Source: an optimization exercise on an open RTL-to-GDS flow (aim: small area and a short achievable clock period). Production flows keep margins and buffers that such runs may drop.
The RTL was checked by simulation tests, not by an equivalence proof against the original design.

// bfu_dif_top
module bfu_dif_top
  #(parameter  Q_POINT = 8,
    parameter  TW_ROM_DEPTH = 4,
    parameter ADDR_W = $clog2(TW_ROM_DEPTH),
    parameter TW_ROM_FILE = "tw_rom_p_8_st_1_q_8.mem")
   (
     input clk,
     input reset_n,
     input [31:0] a,
     input [31:0] b,
     input [ADDR_W-1:0] tw_addr,
     output [31:0] c_plus,
     output [31:0] c_minus
   );
clock: 6.5 ns
lec_check: 0
cap_margin: 20
core_margin: 2
core_utilization: 40
setup_slack_margin: 4.0
slew_margin: 20
standard.sh (not shown) runs the stock make flow with config.mk's settings and CLKGATE_MAP_FILE= SYNTH_SCRIPT=/design/flow/synth_recipe.tcl, a recipe that flattens the netlist after the stock synthesis.
==> flow/flow/run.sh <==
#!/bin/bash
# Standard layout, with the ports buffered by buf_2 cells instead of the
# cell buffer_ports picks by default. Each ORFS step logs under orfs/logs/.
set -euo pipefail
bash standard.sh BUFFER_PORTS_ARGS="-buffer_cell sky130_fd_sc_hd__buf_2" finish > standard.log 2>&1
The starting point produced a clean layout.
Rerun with:
==> flow/flow/run.sh (replaced) <==
#!/bin/bash
# Standard layout, with the ports buffered by buf_2 cells instead of the
# cell buffer_ports picks by default, and a clock tree with larger sink
# clusters and no dummy loads. Each ORFS step logs under orfs/logs/.
set -euo pipefail
bash standard.sh BUFFER_PORTS_ARGS="-buffer_cell sky130_fd_sc_hd__buf_2" \
  CTS_ARGS="-sink_clustering_enable -repair_clock_nets -dont_use_dummy_load -sink_clustering_size 30 -sink_clustering_max_diameter 80" \
  finish > standard.log 2>&1
Effect: The changed run finished with timing, DRC and antenna clean. Count of clock-buffer cells in the layout goes down by 34. Sequential share of layout area goes up by 1.5 points. Routed wire length goes down by about 2.3%. Clock skew goes up by 0.035 ns. Worst setup slack got worse by 0.015 ns. Cell area goes down by 3.4%.
Rerun with:
--- a/flow/flow/run.sh
+++ b/flow/flow/run.sh
@@ -5,4 +5,4 @@
 set -euo pipefail
 bash standard.sh BUFFER_PORTS_ARGS="-buffer_cell sky130_fd_sc_hd__buf_2" \
-  CTS_ARGS="-sink_clustering_enable -repair_clock_nets -dont_use_dummy_load -sink_clustering_size 30 -sink_clustering_max_diameter 80" \
+  CTS_ARGS="-sink_clustering_enable -repair_clock_nets -dont_use_dummy_load -sink_clustering_size 18 -sink_clustering_max_diameter 60 -buf_list sky130_fd_sc_hd__clkbuf_8" \
   finish > standard.log 2>&1
Result: Fmax drops by 2.0%. Synthesized area does not change. Via count rises by 1.2%. Final cell count goes up by 0.62%. Utilization decreases by 0.22 points. Cell area falls by 0.46%. Non-clock buffer count grows by 3. Setup slack is worse by 0.052 ns.

## main
Another version of the RTL of bfu_dif_top (not shown whole).
For scale: ~390 flip-flops, about 130 I/O pins.
==> flow/design.v (excerpt) <==
module bfu_dif_top
  #(parameter  Q_POINT = 8,
    parameter  TW_ROM_DEPTH = 4,
    parameter ADDR_W = $clog2(TW_ROM_DEPTH),
    parameter TW_ROM_FILE = "tw_rom_p_8_st_1_q_8.mem")
   (
     input clk,
     input reset_n,
     input [31:0] a,
     input [31:0] b,
     input [ADDR_W-1:0] tw_addr,
     output [31:0] c_plus,
     output [31:0] c_minus
   );
clock: 6.5 ns
lec_check: 0
cap_margin: 20
core_margin: 2
core_utilization: 40
slew_margin: 20
run.sh (not shown) runs the stock make flow with config.mk's settings and CLKGATE_MAP_FILE= SYNTH_SCRIPT=/design/flow/synth_recipe.tcl, a recipe that flattens the netlist after the stock synthesis.
Stock flow here: none of the scripts above is used.
main completed every stage of the flow, and the final layout passed the timing, design-rule and antenna checks.
Edits applied to the flow inputs when going from main to the feature branch:
# main
export LEC_CHECK = 0
export CAP_MARGIN = 20
export CORE_MARGIN = 2
export CORE_UTILIZATION = 40
export SLEW_MARGIN = 20
create_clock -name core_clock -period 6.5 [get_ports {clk}]
# the feature branch
export LEC_CHECK = 0
export CAP_MARGIN = 20
export CORE_MARGIN = 2
export CORE_UTILIZATION = 40
export SETUP_SLACK_MARGIN = 3.8
export SLEW_MARGIN = 20
create_clock -name core_clock -period 6.5 [get_ports {clk}]
==> comparison <==
- met3 track demand over resource is lower on the feature branch
- Part of the cycle the worst path needs ended up 11 points lower on the feature branch than on main.
- Min cell area across main and the feature branch: main
- Re number of search-and-repair iterations in the first detailed-routing pass: main and the feature branch aren't equal, and the lower value belongs to the feature branch.
- Compared with main, in the feature branch routed wire length grew by 3100 um, multiplexer area fraction after synthesis held steady.
- Per the comparison of the feature branch with main, final non-filler cell total went up 4.2%; placement-stage cell area rose by 2.1%.

==> afterwards: timing with drivers on the ports <==
Ports are ideal in the flow. The routed layouts listed here were re-timed in OpenROAD.
Step 1 (the two cells are an assumption about what drives the block):
set clk [get_ports {clk}]
set_driving_cell -lib_cell sky130_fd_sc_hd__clkbuf_16 $clk
set_driving_cell -lib_cell sky130_fd_sc_hd__buf_2 [delete_from_list [all_inputs] $clk]
Step 2, shift: input delay + t, output delay - t, t = (earliest + latest rising clock arrival at the registers) / 2. This alone moves slack from input paths to output paths.
a / b / c = no drivers / after step 1 / after step 2; a / b = the first two.
run	t (ns)	setup WS [ns]	worst data-port slew with drivers (ns)
the first run of note 1	0.615	4.004 / 4.004 / 3.498	0.05
the second run of note 1	0.595	3.988 / 3.988 / 3.520	0.06
the third run of note 1	0.611	3.936 / 3.936 / 3.461	0.06
main	0.618	1.867 / 1.867 / 1.867	0.04
the feature branch	0.619	2.609 / 2.609 / 2.609	0.04
After both steps every run listed still meets setup and hold. For the first run of note 1, which loses most, drivers alone change the setup slack by 0.000 ns; drivers and shift together by -0.506 ns.
